This design comes from an exercise in tuning for small area and a short achievable clock period on the open sky130 flow, not from production work.
In this exercise RTL edits were held to simulation tests only and were not proved equivalent to the original.
No driver is modelled on the clock port, so clock power and skew are understated where the tree is cut down; a real chip needs a root buffer or a tree.
Power figures rest on the tool's default switching activity, not on a simulated workload.

== run A ==
==> flow/design.v <==
module median_filter
(
    input  wire       clk,
    input  wire       rst_n,
    input  wire       data_valid,
    input  wire [7:0] data_in,
    output wire       win,
    output reg  [7:0] win_median
);
    reg       v_r;
    reg [7:0] d_r;
    reg [5:0] pos;
    reg [7:0] lb [1:18];
    integer i, j;
    always @(posedge clk or negedge rst_n) begin
        if (!rst_n) begin
            v_r <= 1'b0;
            pos <= 6'd0;
        end else begin
            v_r <= data_valid;
            if (v_r)
                pos <= pos + 6'd1;
        end
    end
    always @(posedge clk) begin
        d_r <= data_in;
        if (v_r) begin
            lb[1] <= d_r;
            for (i = 2; i <= 18; i = i + 1)
                lb[i] <= lb[i-1];
        end
    end
    assign win = v_r & (pos[2] | pos[1]) & (pos[5] | pos[4]);
    function lt8(input [7:0] a, input [7:0] b);
        reg l;
        integer t;
        begin
            l = 1'b0;
            for (t = 0; t < 8; t = t + 1)
                l = (~a[t] & b[t]) | ((~a[t] | b[t]) & l);
            lt8 = l;
        end
    endfunction
    wire k1_2   = lt8(lb[2],  lb[1]);
    wire k8_9   = lt8(lb[9],  lb[8]);
    wire k16_17 = lt8(lb[17], lb[16]);
    wire k8_10  = lt8(lb[10], lb[8]);
    wire k16_18 = lt8(lb[18], lb[16]);
    wire k2_8   = lt8(lb[8],  lb[2]);
    wire k10_16 = lt8(lb[16], lb[10]);
    wire k1_8   = lt8(lb[8],  lb[1]);
    wire k9_16  = lt8(lb[16], lb[9]);
    wire k1_9   = lt8(lb[9],  lb[1]);
    wire k8_16  = lt8(lb[16], lb[8]);
    wire k1_10  = lt8(lb[10], lb[1]);
    wire k8_17  = lt8(lb[17], lb[8]);
    wire k8_18  = lt8(lb[18], lb[8]);
    wire k2_16  = lt8(lb[16], lb[2]);
    wire k1_16  = lt8(lb[16], lb[1]);
    wire k1_17  = lt8(lb[17], lb[1]);
    wire k1_18  = lt8(lb[18], lb[1]);
    reg k9_10, k17_18, k2_9, k10_17, k2_10, k9_17, k10_18, k9_18, k2_17, k2_18;
    always @(posedge clk) begin
        if (v_r) begin
            k9_10  <= k8_9;
            k17_18 <= k16_17;
            k2_9   <= k1_8;
            k10_17 <= k9_16;
            k2_10  <= k1_9;
            k9_17  <= k8_16;
            k10_18 <= k9_17;
            k9_18  <= k8_17;
            k2_17  <= k1_16;
            k2_18  <= k1_17;
        end
    end
    wire [7:0] x [0:7];
    assign x[0] = lb[1];
    assign x[1] = lb[2];
    assign x[2] = lb[8];
    assign x[3] = lb[9];
    assign x[4] = lb[10];
    assign x[5] = lb[16];
    assign x[6] = lb[17];
    assign x[7] = lb[18];
    wire [7:0] g [0:7];
    assign g[0] = {k1_18,  k1_17,  k1_16,  k1_10,  k1_9,  k1_8,  k1_2,  1'b0};
    assign g[1] = {k2_18,  k2_17,  k2_16,  k2_10,  k2_9,  k2_8,  2'b0};
    assign g[2] = {k8_18,  k8_17,  k8_16,  k8_10,  k8_9,  3'b0};
    assign g[3] = {k9_18,  k9_17,  k9_16,  k9_10,  4'b0};
    assign g[4] = {k10_18, k10_17, k10_16, 5'b0};
    assign g[5] = {k16_18, k16_17, 6'b0};
    assign g[6] = {k17_18, 7'b0};
    assign g[7] = 8'b0;
    reg [7:0] bf [0:7];    
    reg [6:0] b;
    reg [7:0] sel;
    reg s1, c1, s2, c2, s3, c3;
    always @(*) begin
        for (i = 0; i < 8; i = i + 1)
            for (j = 0; j < 8; j = j + 1)
                if (j > i)
                    bf[i][j] = g[i][j];
                else if (j < i)
                    bf[i][j] = !g[j][i];
                else
                    bf[i][j] = 1'b0;
        win_median = 8'd0;
        for (i = 0; i < 8; i = i + 1) begin
            b = 7'd0;
            for (j = 0; j < 8; j = j + 1)
                if (j < i)
                    b[j] = bf[i][j];
                else if (j > i)
                    b[j-1] = bf[i][j];
            s1 = b[0] ^ b[1] ^ b[2];
            c1 = (b[0] & b[1]) | (b[0] & b[2]) | (b[1] & b[2]);
            s2 = b[3] ^ b[4] ^ b[5];
            c2 = (b[3] & b[4]) | (b[3] & b[5]) | (b[4] & b[5]);
            s3 = s1 ^ s2 ^ b[6];
            c3 = (s1 & s2) | (s1 & b[6]) | (s2 & b[6]);
            sel[i] = s3 & (c1 ^ c2 ^ c3) & ~(c1 & c2 & c3);
            win_median = win_median | ({8{sel[i]}} & x[i]);
        end
    end
endmodule
module zero_edge_handler
(
    input  wire       clk,
    input  wire       rst_n,
    input  wire       win,
    input  wire [7:0] win_median,
    output reg        data_valid_out,
    output reg  [7:0] data_out,
    output reg        frame_complete
);
    reg       play;
    reg       on;
    reg       done;
    reg [5:0] low;
    reg [7:0] buf_q [0:35];
    integer i;
    wire lead    = &low[5:1];
    wire showing = play & (on | ~lead);
    wire at_end  = play & on & (&low);
    wire collect = ~play | at_end;
    wire last    = ~play & (low == 6'd36);
    wire push    = win & collect & ~last;
    wire inner   = (low[5:3] != 3'd0) & (low[5:3] != 3'd7) &
                   (low[2:0] != 3'd0) & (low[2:0] != 3'd7);
    wire shift   = push | (play & inner);
    always @(posedge clk or negedge rst_n) begin
        if (!rst_n) begin
            play           <= 1'b0;
            on             <= 1'b0;
            done           <= 1'b0;
            low            <= 6'd0;
            data_valid_out <= 1'b0;
            frame_complete <= 1'b0;
        end else begin
            if (!play) begin
                if (win) begin
                    if (last) begin
                        play <= 1'b1;
                        low  <= 6'd62;
                    end else
                        low <= low + 6'd1;
                end
            end else if (at_end) begin
                play <= 1'b0;
                low  <= {5'd0, win};
            end else
                low <= low + 6'd1;
            on             <= showing & ~at_end;
            data_valid_out <= showing;
            done           <= done | at_end;
            frame_complete <= done;
        end
    end
    always @(posedge clk) begin
        if (shift) begin
            buf_q[0] <= win_median;
            for (i = 1; i < 36; i = i + 1)
                buf_q[i] <= buf_q[i-1];
        end
        data_out <= inner ? buf_q[35] : 8'd0;
    end
endmodule
module median_filter_system
#(
    parameter WINDOW_SIZE = 3,
    parameter IMAGE_WIDTH = 8,
    parameter IMAGE_HEIGHT = 8,
    parameter PIXEL_WIDTH = 8
)
(
    input wire clk,
    input wire rst_n,
    input wire data_valid,
    input wire [PIXEL_WIDTH-1:0] data_in,
    output wire data_valid_out,
    output wire [PIXEL_WIDTH-1:0] data_out,
    output wire frame_complete
);
    wire       win;
    wire [7:0] win_median;
    median_filter median_filter_inst (
        .clk(clk),
        .rst_n(rst_n),
        .data_valid(data_valid),
        .data_in(data_in),
        .win(win),
        .win_median(win_median)
    );
    zero_edge_handler edge_handler_inst (
        .clk(clk),
        .rst_n(rst_n),
        .win(win),
        .win_median(win_median),
        .data_valid_out(data_valid_out),
        .data_out(data_out),
        .frame_complete(frame_complete)
    );
endmodule
Settings: LEC_CHECK=0, CAP_MARGIN=5, CORE_MARGIN=2, CORE_UTILIZATION=75, SLEW_MARGIN=5; clock period 24.0 ns.
standard.sh (not shown) runs the stock make flow with config.mk's settings and CLKGATE_MAP_FILE= SYNTH_SCRIPT=/design/flow/synth_recipe.tcl, a recipe that flattens the netlist after the stock synthesis.
==> flow/flow/run.sh <==
#!/bin/bash
# Layout flow: the standard ORFS flow (standard.sh) with these changes
# to how the layout is made (constraints are the design's):
#  1. After the standard synthesis, its combinational logic is re-mapped by
#     yosys/ABC with an area-oriented script (flow/remap.*). Flip-flops are
#     kept exactly as the standard synthesis made them.
#  2. Port buffers are buf_1 instead of the default delay buffer.
#  3. Timing repair over-fixes setup by SETUP_SLACK_MARGIN.
#  4. The clock tree is a balanced two-level tree (flow/mytree.tcl) in
#     place of TritonCTS's three-level one: 4 group buffers (buf_12) on the clock
#     port, 8 leaf buffers (buf_6) on each, 1/32 of the flip-flops on each leaf.
# Each tool's output goes to a log file in the work folder.
set -euo pipefail
cd "$(dirname "$0")/.."
W=$PWD
F=$W/flow
RES=$W/orfs/results/${FLOW_PLATFORM:-sky130hd}/median_filter_system/base
export BUFFER_PORTS_ARGS="-buffer_cell sky130_fd_sc_hd__buf_1"
export SETUP_SLACK_MARGIN="${OWN_SETUP_MARGIN:-18.0}"
export PRE_CTS_TCL="$F/mytree.tcl"

# 1. standard synthesis netlist
bash standard.sh "$RES/1_2_yosys.v" > flow_synth.log 2>&1
cp "$RES/1_2_yosys.v" "$W/standard_synth.v"

# 2. re-map combinational logic
LIB=$(ls "$FLOW_HOME"/platforms/sky130hd/lib/sky130_fd_sc_hd__tt_025C_1v80.lib)
python3 "$F/gen_models.py" "$LIB" "$W/remap_models.v" > gen_models.log 2>&1
python3 "$F/gen_models.py" "$LIB" "$W/remap_stubs.v" -stubs >> gen_models.log 2>&1
LIB="$LIB" TOP="${FLOW_TOP:-median_filter_system}" \
  REMAP_IN="$W/standard_synth.v" REMAP_OUT="$W/remapped.v" \
  REMAP_MODELS="$W/remap_models.v" REMAP_STUBS="$W/remap_stubs.v" \
  REMAP_ABC="$F/remap.abc" \
  DONT_USE="sky130_fd_sc_hd__probe_p_8 sky130_fd_sc_hd__probec_p_8 sky130_fd_sc_hd__lpflow_* sky130_fd_sc_hd__fa_* sky130_fd_sc_hd__ha_* sky130_fd_sc_hd__fah*" \
  yosys -c "$F/remap.tcl" > remap_yosys.log 2>&1
cp "$W/remapped.v" "$RES/1_2_yosys.v"
touch "$RES/1_2_yosys.v"

# 3. the rest of the standard flow
bash standard.sh > flow_layout.log 2>&1
==> flow/flow/mytree.tcl <==
# Two-level clock tree: the clock port drives 4 group buffers (one per
# quadrant of the flip-flops), each drives 8 leaf buffers, each leaf drives
# the flip-flops of its 1/32. Groups come from recursive median bisection
# of the flip-flop positions, alternating x and y. Every flip-flop is
# behind exactly one group and one leaf buffer, so the tree is balanced.
proc mytree_split {items axis {k 2}} {
  set s [lsort -real -index $axis $items]
  set n [llength $s]
  set out {}
  for {set i 0} {$i < $k} {incr i} {
    set a [expr {($n * $i) / $k}]
    set b [expr {($n * ($i + 1)) / $k - 1}]
    lappend out [lrange $s $a $b]
  }
  return $out
}
proc mytree_centroid {items} {
  set sx 0.0; set sy 0.0
  foreach it $items { set sx [expr {$sx + [lindex $it 1]}]; set sy [expr {$sy + [lindex $it 2]}] }
  set n [llength $items]
  return [list [expr {int($sx / $n)}] [expr {int($sy / $n)}]]
}
proc mytree_build {clk_port_net leaf_master group_master {leaf_depth {2 2}}} {
  set block [ord::get_db_block]
  set db [ord::get_db]
  set net [$block findNet $clk_port_net]
  set sinks {}
  foreach it [$net getITerms] {
    set inst [$it getInst]
    set loc [$inst getLocation]
    lappend sinks [list $it [lindex $loc 0] [lindex $loc 1]]
  }
  # two bisections -> 4 groups; two more -> 4 leaves per group
  set groups {}
  foreach a [mytree_split $sinks 1] { foreach b [mytree_split $a 2] { lappend groups $b } }
  set lm [$db findMaster $leaf_master]
  set gm [$db findMaster $group_master]
  set gi 0; set li 0
  foreach g $groups {
    set leaves [list $g]
    set d 0
    foreach k $leaf_depth {
      set nl {}
      foreach l $leaves { foreach h [mytree_split $l [expr {1 + ($d % 2)}] $k] { lappend nl $h } }
      set leaves $nl
      incr d
    }
    set gbuf [odb::dbInst_create $block $gm "clkbuf_grp_$gi"]
    set gnet [odb::dbNet_create $block "clknet_grp_$gi"]
    $gnet setSigType CLOCK
    [$gbuf findITerm A] connect $net
    [$gbuf findITerm X] connect $gnet
    set lcs {}
    foreach l $leaves {
      set lbuf [odb::dbInst_create $block $lm "clkbuf_leaf_$li"]
      set lnet [odb::dbNet_create $block "clknet_leaf_$li"]
      $lnet setSigType CLOCK
      foreach it $l {
        set iterm [lindex $it 0]
        $iterm disconnect
        $iterm connect $lnet
      }
      [$lbuf findITerm A] connect $gnet
      [$lbuf findITerm X] connect $lnet
      set c [mytree_centroid $l]
      $lbuf setLocation [lindex $c 0] [lindex $c 1]
      $lbuf setPlacementStatus PLACED
      lappend lcs [list x [lindex $c 0] [lindex $c 1]]
      incr li
    }
    set c [mytree_centroid $lcs]
    $gbuf setLocation [lindex $c 0] [lindex $c 1]
    $gbuf setPlacementStatus PLACED
    incr gi
  }
  $net setSigType CLOCK
  global_connect
  puts "mytree: [llength $sinks] sinks, $gi group buffers, $li leaf buffers"
}

# Used as PRE_CTS_TCL: cts.tcl then calls clock_tree_synthesis, which builds
# this tree instead of TritonCTS's; the rest of cts.tcl (placement
# legalization, timing repair) runs as usual.
rename clock_tree_synthesis tritoncts_clock_tree_synthesis
proc clock_tree_synthesis { args } {
  mytree_build clk sky130_fd_sc_hd__buf_6 sky130_fd_sc_hd__buf_12 {2 2 2}
  set_propagated_clock [all_clocks]
}
Other scripts of this flow, unchanged in this note and not shown: flow/flow/gen_models.py, flow/flow/remap.abc, flow/flow/remap.tcl
### run A -> run B
Settings: GPL_TIMING_DRIVEN: unset -> 0; CAP_MARGIN: 5 -> 20; CORE_UTILIZATION: 75 -> 70; GPL_ROUTABILITY_DRIVEN: unset -> 0; SLEW_MARGIN: 5 -> 20.
-- flow/flow/run.sh --
<<< run A, line 6
#     kept exactly as the standard synthesis made them.
#  2. Port buffers are buf_1 instead of the default delay buffer.
#  3. Timing repair over-fixes setup by SETUP_SLACK_MARGIN.
>>> run B, line 6
#     kept exactly as the standard synthesis made them.
#  2. Port buffers are buf_1 (inputs, flow/inbuf.tcl) and buf_2 (outputs)
#     instead of the default delay buffer.
#  3. Timing repair over-fixes setup by SETUP_SLACK_MARGIN.
<<< run A, line 17
RES=$W/orfs/results/${FLOW_PLATFORM:-sky130hd}/median_filter_system/base
export BUFFER_PORTS_ARGS="-buffer_cell sky130_fd_sc_hd__buf_1"
export SETUP_SLACK_MARGIN="${OWN_SETUP_MARGIN:-18.0}"
>>> run B, line 18
RES=$W/orfs/results/${FLOW_PLATFORM:-sky130hd}/median_filter_system/base
export BUFFER_PORTS_ARGS="-outputs -buffer_cell sky130_fd_sc_hd__buf_2"
export PRE_GLOBAL_PLACE_TCL="$F/inbuf.tcl"
export SETUP_SLACK_MARGIN="${OWN_SETUP_MARGIN:-18.0}"
==> flow/flow/inbuf.tcl (new file) <==
# Used as PRE_GLOBAL_PLACE_TCL: buffer the input ports with buf_1 here; the
# standard global_place.tcl then buffers the output ports (BUFFER_PORTS_ARGS
# has -outputs).
buffer_ports -inputs -buffer_cell sky130_fd_sc_hd__buf_1
## What came out
Pre-CTS worst setup slack: lower on run B
Diff run B..run A | internal power | negligible
Compared with run A, run B shows a higher final area.
Run B reports its busiest layer in global routing as met1 while run A reports met2.
Relative to run B, the following input files were edited for run C:
Settings: CAP_MARGIN changed from 20 to 5; GPL_ROUTABILITY_DRIVEN removed (was 0); GPL_TIMING_DRIVEN removed (was 0); SLEW_MARGIN changed from 20 to 5.
-- flow/flow/run.sh --
<<< run B, line 6
#     kept exactly as the standard synthesis made them.
#  2. Port buffers are buf_1 (inputs, flow/inbuf.tcl) and buf_2 (outputs)
#     instead of the default delay buffer.
#  3. Timing repair over-fixes setup by SETUP_SLACK_MARGIN.
>>> run C, line 6
#     kept exactly as the standard synthesis made them.
#  2. Port buffers are buf_1 instead of the default delay buffer.
#  3. Timing repair over-fixes setup by SETUP_SLACK_MARGIN.
<<< run B, line 12
#     port, 8 leaf buffers (buf_6) on each, 1/32 of the flip-flops on each leaf.
# Each tool's output goes to a log file in the work folder.
>>> run C, line 11
#     port, 8 leaf buffers (buf_6) on each, 1/32 of the flip-flops on each leaf.
#  5. Before detailed placement, each output port's flip-flop is moved next
#     to the port's buffer (flow/pull_outputs.tcl).
# Each tool's output goes to a log file in the work folder.
<<< run B, line 18
RES=$W/orfs/results/${FLOW_PLATFORM:-sky130hd}/median_filter_system/base
export BUFFER_PORTS_ARGS="-outputs -buffer_cell sky130_fd_sc_hd__buf_2"
export PRE_GLOBAL_PLACE_TCL="$F/inbuf.tcl"
export SETUP_SLACK_MARGIN="${OWN_SETUP_MARGIN:-18.0}"
export PRE_CTS_TCL="$F/mytree.tcl"

>>> run C, line 19
RES=$W/orfs/results/${FLOW_PLATFORM:-sky130hd}/median_filter_system/base
export BUFFER_PORTS_ARGS="-buffer_cell sky130_fd_sc_hd__buf_1"
export SETUP_SLACK_MARGIN="${OWN_SETUP_MARGIN:-18.0}"
export PRE_CTS_TCL="$F/mytree.tcl"
export PRE_DETAIL_PLACE_TCL="$F/pull_outputs.tcl"

==> flow/flow/pull_outputs.tcl (new file) <==
# Place each output port's driving flip-flop next to the port's buffer, so
# the flip-flop-to-port path has short wires; detailed placement then
# legalizes. Used as PRE_DETAIL_PLACE_TCL.
proc pull_outputs {} {
  set block [ord::get_db_block]
  set n 0
  foreach bterm [$block getBTerms] {
    if {[$bterm getIoType] ne "OUTPUT"} { continue }
    set net [$bterm getNet]
    set buf ""
    foreach it [$net getITerms] { if {[$it isOutputSignal]} { set buf [$it getInst] } }
    if {$buf eq "" || [[$buf getMaster] getType] ne "CORE"} { continue }
    set ff ""
    foreach it [$buf getITerms] {
      if {[$it isInputSignal]} {
        set in [$it getNet]
        if {$in eq "NULL"} { continue }
        foreach d [$in getITerms] { if {[$d isOutputSignal]} { set ff [$d getInst] } }
      }
    }
    if {$ff eq "" || ![[$ff getMaster] isSequential]} { continue }
    set loc [$buf getLocation]
    $ff setLocation [lindex $loc 0] [lindex $loc 1]
    incr n
  }
  puts "pull_outputs: moved $n flip-flops next to their output buffers"
}
pull_outputs
removed: flow/flow/inbuf.tcl
- Looking at run B and run C, the internal power is a wash.
- Between run B and run C, the share of cell area taken by multi-input logic gates figures differ only marginally.
- Sequential cell area: run B vs run C identical
- Taking run B as the reference, in run C combinational share of power decreased by 0.3 points relative to the old numbers, setup slack increased 0.015 ns, critical path buffer and inverter count now sits at about the same level, total power increased 1.8%, headroom to the max-slew limit increased 3.5 points.
- Run C has hold slack below what run B had.
- In the reports for run B and run C, the smaller total vias in the final route belongs to run B.
### run C -> run D
Settings: GPL_ROUTABILITY_DRIVEN now 0, previously not set; SLEW_MARGIN now 20, was 5; GPL_TIMING_DRIVEN now 0, previously not set; CAP_MARGIN now 20, was 5.
-- flow/flow/run.sh --
<<< run C, line 11
#     port, 8 leaf buffers (buf_6) on each, 1/32 of the flip-flops on each leaf.
#  5. Before detailed placement, each output port's flip-flop is moved next
#     to the port's buffer (flow/pull_outputs.tcl).
# Each tool's output goes to a log file in the work folder.
>>> run D, line 11
#     port, 8 leaf buffers (buf_6) on each, 1/32 of the flip-flops on each leaf.
# Each tool's output goes to a log file in the work folder.
<<< run C, line 22
export PRE_CTS_TCL="$F/mytree.tcl"
export PRE_DETAIL_PLACE_TCL="$F/pull_outputs.tcl"

>>> run D, line 20
export PRE_CTS_TCL="$F/mytree.tcl"

removed: flow/flow/pull_outputs.tcl
==> comparison <==
Run C -> run D: count of antenna diodes in the layout delta 0, exact match
Run D finished end to end and its layout was clean on timing, DRC and antenna.
From run C to run D the numbers moved as follows: hold slack increased 0.0079 ns, buffer and inverter count on the worst path stayed essentially flat.
## Diff of input files: run E against run D
Settings: removing GPL_ROUTABILITY_DRIVEN (formerly 0); changing CAP_MARGIN from 20 to 5; removing GPL_TIMING_DRIVEN (formerly 0); changing SLEW_MARGIN from 20 to 5.
-- flow/flow/run.sh --
<<< run D, line 9
#  4. The clock tree is a balanced two-level tree (flow/mytree.tcl) in
#     place of TritonCTS's three-level one: 4 group buffers (buf_12) on the clock
#     port, 8 leaf buffers (buf_6) on each, 1/32 of the flip-flops on each leaf.
# Each tool's output goes to a log file in the work folder.
>>> run E, line 9
#  4. The clock tree is a balanced two-level tree (flow/mytree.tcl) in
#     place of TritonCTS's three-level one: 4 group buffers on the clock
#     port, 8 leaf buffers on each, 1/32 of the flip-flops on each leaf.
# Each tool's output goes to a log file in the work folder.
-- flow/flow/mytree.tcl --
<<< run D, line 1
# Two-level clock tree: the clock port drives 4 group buffers (one per
# quadrant of the flip-flops), each drives 8 leaf buffers, each leaf drives
# the flip-flops of its 1/32. Groups come from recursive median bisection
# of the flip-flop positions, alternating x and y. Every flip-flop is
# behind exactly one group and one leaf buffer, so the tree is balanced.
proc mytree_split {items axis {k 2}} {
  set s [lsort -real -index $axis $items]
  set n [llength $s]
  set out {}
  for {set i 0} {$i < $k} {incr i} {
    set a [expr {($n * $i) / $k}]
    set b [expr {($n * ($i + 1)) / $k - 1}]
    lappend out [lrange $s $a $b]
  }
  return $out
}
>>> run E, line 1
# Two-level clock tree: the clock port drives 4 group buffers (one per
# quadrant of the flip-flops), each drives 4 leaf buffers, each leaf drives
# the flip-flops of its sixteenth. Groups come from recursive median
# bisection of the flip-flop positions, alternating x and y.
proc mytree_split {items axis} {
  set s [lsort -real -index $axis $items]
  set h [expr {[llength $s] / 2}]
  return [list [lrange $s 0 [expr {$h - 1}]] [lrange $s $h end]]
}
<<< run D, line 22
}
proc mytree_build {clk_port_net leaf_master group_master {leaf_depth {2 2}}} {
  set block [ord::get_db_block]
>>> run E, line 15
}
proc mytree_build {clk_port_net leaf_master group_master {leaf_depth 2}} {
  set block [ord::get_db_block]
<<< run D, line 40
    set leaves [list $g]
    set d 0
    foreach k $leaf_depth {
      set nl {}
      foreach l $leaves { foreach h [mytree_split $l [expr {1 + ($d % 2)}] $k] { lappend nl $h } }
      set leaves $nl
      incr d
    }
>>> run E, line 33
    set leaves [list $g]
    for {set d 0} {$d < $leaf_depth} {incr d} {
      set nl {}
      foreach l $leaves { foreach h [mytree_split $l [expr {1 + ($d % 2)}]] { lappend nl $h } }
      set leaves $nl
    }
<<< run D, line 85
proc clock_tree_synthesis { args } {
  mytree_build clk sky130_fd_sc_hd__buf_6 sky130_fd_sc_hd__buf_12 {2 2 2}
  set_propagated_clock [all_clocks]
>>> run E, line 76
proc clock_tree_synthesis { args } {
  mytree_build clk sky130_fd_sc_hd__clkbuf_8 sky130_fd_sc_hd__clkbuf_16 3
  set_propagated_clock [all_clocks]
Results
[compare] base=run D new=run E: first-iteration DRC count went up by 0.55%, power attributed to the clock group now larger, final cell count shows an increase of about 0.3%.
Row post-detailed-placement cell area: run E lower / run D higher
Run D -> run E: setup fix buffers added after clock tree synthesis delta 0, exact match
Changes observed in run E relative to run D: final routed wire length divided by cell count increased about 20%, area growth from synthesis to layout barely changed.
Global-route met1 utilization is lower on run D
On run E: routed metal-1 wire length is about 15% higher than what run D gave.
The post-route standard cell area excluding fillers of run D and that of run E are within noise of each other.
In every run of this note, the design's own scripts or RTL, not TritonCTS, make the clock network.

what the ideal ports hide:
How much do the figures lean on ideal ports? The routed layouts below were timed once more, with nothing changed but the port constraints.
Step 1 (the two cells are an assumption about what drives the block):
set clk [get_ports {clk}]
set_driving_cell -lib_cell sky130_fd_sc_hd__clkbuf_16 $clk
set_driving_cell -lib_cell sky130_fd_sc_hd__buf_2 [delete_from_list [all_inputs] $clk]
Step 2 also shifts input and output timing later by t, the mid clock arrival at the registers, as if the neighbouring blocks saw the same clock.
Slacks: no drivers / after step 1 / after step 2; pairs: no drivers / after step 1.
| run | t, ns | setup slack, ns | worst hold slack (ns) | slew at the worst register clock pin (ns) | worst slew at a driven data input, ns |
|---|---|---|---|---|---|
| run A | 0.394 | 18.372 / 18.263 / 18.360 | 0.409 / 0.409 / 0.409 | 0.11 / 0.11 | 0.04 |
| run B | 0.394 | 18.389 / 18.280 / 18.674 | 0.388 / 0.388 / 0.388 | 0.12 / 0.12 | 0.03 |
| run C | 0.394 | 18.405 / 18.299 / 18.368 | 0.378 / 0.378 / 0.378 | 0.12 / 0.12 | 0.04 |
| run D | 0.390 | 18.437 / 18.330 / 18.374 | 0.386 / 0.386 / 0.386 | 0.11 / 0.11 | 0.03 |
| run E | 0.432 | 18.358 / 18.254 / 18.238 | 0.392 / 0.392 / 0.392 | 0.11 / 0.11 | 0.04 |
After both steps setup and hold are still met in every run listed. For run E, which loses most, drivers alone change the setup slack by -0.104 ns; drivers and shift together by -0.120 ns. The worst setup slack also covers recovery checks on asynchronous resets.
